Background: an optimization exercise with open tools, aiming at a short achievable clock period and few clock cycles. Do not read the settings as production practice.
Only simulation tests tie the RTL to the original design; equivalence was not proved.
Power and IR drop assume default switching activity.

==> flow/design.v (excerpt) <==
module core (
    input wire clk,rst,
    output wire [31:0] imem_addr,
    input  wire [31:0] imem_rdata,
    output wire [31:0] dmem_addr,
    output wire [31:0] dmem_wdata,
    output wire [3:0]  dmem_wmask,
    output wire        dmem_we,
    input  wire [31:0] dmem_rdata,
    output wire rvfi_o_valid_0,
    output wire [31:0] rvfi_o_insn_0,
    output wire [4:0] rvfi_o_rd_addr_0,
    output wire [31:0] rvfi_o_rd_wdata_0, rvfi_o_pc_rdata_0,
    output wire [31:0] rvfi_o_pc_wdata_0,rvfi_o_mem_addr_0,
    output wire [3:0] rvfi_o_mem_wmask_0,
    output wire [31:0] rvfi_o_mem_wdata_0
);
Settings: LEC_CHECK=0, CAP_MARGIN=20, CORE_MARGIN=2, CORE_UTILIZATION=40, SLEW_MARGIN=20; clock period 10.0 ns.
standard.sh (not shown) runs the stock make flow with config.mk's settings and CLKGATE_MAP_FILE= SYNTH_SCRIPT=/design/flow/synth_recipe.tcl, a recipe that flattens the netlist after the stock synthesis.
==> flow/flow/run.sh <==
#!/bin/bash
# Own flow: the standard layout (standard.sh: unchanged SDC and synthesis) with
#  - port buffers of a real drive strength (buffer_ports picks a delay cell otherwise);
#  - sizing not limited to cells of the same footprint;
#  - one site of padding around cells in placement, for routability.
set -uo pipefail
bash standard.sh SETUP_SLACK_MARGIN=6.8 TNS_END_PERCENT=30 ABC_CLOCK_PERIOD_IN_PS=2500 \
    MATCH_CELL_FOOTPRINT=0 "BUFFER_PORTS_ARGS=-buffer_cell sky130_fd_sc_hd__buf_8" \
    CELL_PAD_IN_SITES_GLOBAL_PLACEMENT=1 CELL_PAD_IN_SITES_DETAIL_PLACEMENT=1 \
    finish > make_finish.log 2>&1
rc=$?
cp -r orfs/logs flow_logs 2>/dev/null || true
cp -r orfs/reports flow_reports 2>/dev/null || true
exit $rc
The starting point completed with no timing, DRC or antenna violations.
Testbench counts at the start, summed over its fixed seeds: cycles 39,914.
Next try:
--- a/flow/design.v
+++ b/flow/design.v
@@ -106,19 +106,19 @@
     wire d_jb_z = d_rs1 == 5'd0;
     wire d_jalr_fast = d_jalr && (d_jb_x || d_jb_m || d_jb_z);
     wire [31:0] d_js_x = x_pre + d_imm_i;
     wire [31:0] d_js_m = m_result + d_imm_i;
     wire [31:0] d_jsum = ({32{d_jb_x}} & d_js_x) | ({32{d_jb_m}} & d_js_m)
                        | ({32{!d_jb_x && !d_jb_m}} & d_imm_i);
     wire [31:0] d_jtgt = {d_jsum[31:1], 1'b0};
     wire d_pred = d_br && d_insn[31];
     wire d_static = d_jal || d_pred || d_jalr_fast;
-    wire d_bok = d_bhit && (d_jal || d_br || d_jalr_fast);
+    wire d_bok = d_bhit && (d_jal || d_br);
     wire d_redirect = d_valid && !d_bok && (d_static || d_bhit);
     wire [31:0] d_rtgt = ({32{!d_static}} & d_pc4) | ({32{d_static && d_jalr}} & d_jtgt)
                        | ({32{d_static && !d_jalr}} & d_pcimm);
     wire d_alu = d_opimm | d_op;
     wire d_sub = d_op && d_insn[30] && d_f3 == 3'b000;
     wire d_op_add  = (d_alu && d_f3 == 3'b000 && !d_sub) | d_load | d_store;
     wire d_op_sll  = d_alu && d_f3 == 3'b001;
     wire d_op_slt  = d_alu && d_f3 == 3'b010;
     wire d_op_sltu = d_alu && d_f3 == 3'b011;
@@ -166,19 +166,19 @@
     wire x_eq  = x_ca == x_cb;
     wire x_lt  = $signed(x_ca) < $signed(x_cb);
     wire x_ltu = x_ca < x_cb;
     wire x_taken = (x_beq & x_eq) | (x_bne & !x_eq) | (x_blt & x_lt) | (x_bge & !x_lt)
                  | (x_bltu & x_ltu) | (x_bgeu & !x_ltu);
     wire x_mis   = !x_kill && x_isbr && (x_taken != x_bpt);
     wire [31:0] x_alt = x_bpt ? x_pc4 : x_tgt;
     wire x_js    = !x_kill && x_jalr_slow;
     wire x_bad   = !x_kill && x_bok && (x_btgt[31:2] != x_tgt[31:2]);
-    wire x_to_tgt = x_jal || x_jalr || x_taken;
+    wire x_to_tgt = x_jal || x_taken;
     wire [31:0] x_jtgt = {x_sum[31:1], 1'b0};
     wire x_redirect = x_mis || x_js || x_bad;
     wire [1:0] x_off = x_sum[1:0];
     wire [3:0] x_lanes = (x_size == 2'b00) ? 4'b0001 : (x_size == 2'b01) ? 4'b0011 : 4'b1111;
     wire [3:0] x_wmask = (x_store && !x_kill) ? (x_lanes << x_off) : 4'b0;
     wire [31:0] x_wdata = (x_size == 2'b00) ? {4{x_rs2v[7:0]}} :
                           (x_size == 2'b01) ? {2{x_rs2v[15:0]}} : x_rs2v;
     wire [3:0] x_bsel = (x_size == 2'b10) ? 4'b0001 :
                         (x_size == 2'b01) ? (x_off[1] ? 4'b0100 : 4'b0001) :
@@ -224,19 +224,19 @@
         end
         begin : idex
             reg go;
             go = !rst_r && !stall && d_valid;
             x_valid     <= go;
             x_kill      <= x_redirect;
             x_wen       <= go && d_wen;
             x_load      <= go && d_load;
             x_store     <= go && d_store;
-            x_ctl       <= go && (d_jal || d_br || d_jalr_fast);
+            x_ctl       <= go && (d_jal || d_br);
             x_jalr_slow <= go && d_jalr && !d_jalr_fast;
             x_isbr      <= go && d_br;
             x_beq       <= go && d_br && d_f3 == 3'b000;
             x_bne       <= go && d_br && d_f3 == 3'b001;
             x_blt       <= go && d_br && d_f3 == 3'b100;
             x_bge       <= go && d_br && d_f3 == 3'b101;
             x_bltu      <= go && d_br && d_f3 == 3'b110;
             x_bgeu      <= go && d_br && d_f3 == 3'b111;
             x_bok       <= go && d_bok;
Effect: The new run ran to the end with no violations; global-route usage rises by 0.12 points; die area barely changes; synthesized cell count shrinks by about 1.8%; clock-buffer cell count came out lower by 5; sequential share of layout area increases by 0.50 points; clock power barely changes; combinational power shrinks by about 4%.
Testbench counts after the change, summed over its fixed seeds: cycles 40,325.

what the ideal ports hide:
How much do the figures lean on ideal ports? The routed layouts below were timed once more, with nothing changed but the port constraints. Step 1 sets driving cells, clkbuf_16 on the clock port and buf_2 on the other inputs (assumed; they add their load-dependent delay and slew). Step 2, shift: input delay + t, output delay - t, t = (earliest + latest rising clock arrival at the registers) / 2. This alone moves slack from input paths to output paths. Slacks: no drivers / after step 1 / after step 2; pairs: no drivers / after step 1.
run | t, ns | setup slack, ns | hold WS [ns] | latest minus earliest clock arrival (ns)
the first run | 1.025 | 6.267 / 6.267 / 5.479 | 0.290 / 0.290 / 0.290 | 0.078 / 0.078
the second run | 1.028 | 6.074 / 6.074 / 5.595 | 0.305 / 0.305 / 0.305 | 0.075 / 0.076
After both steps every run listed still meets setup and hold. The setup slack of the first run, which loses most, moves by 0.000 ns with the drivers and by -0.788 ns with both steps.
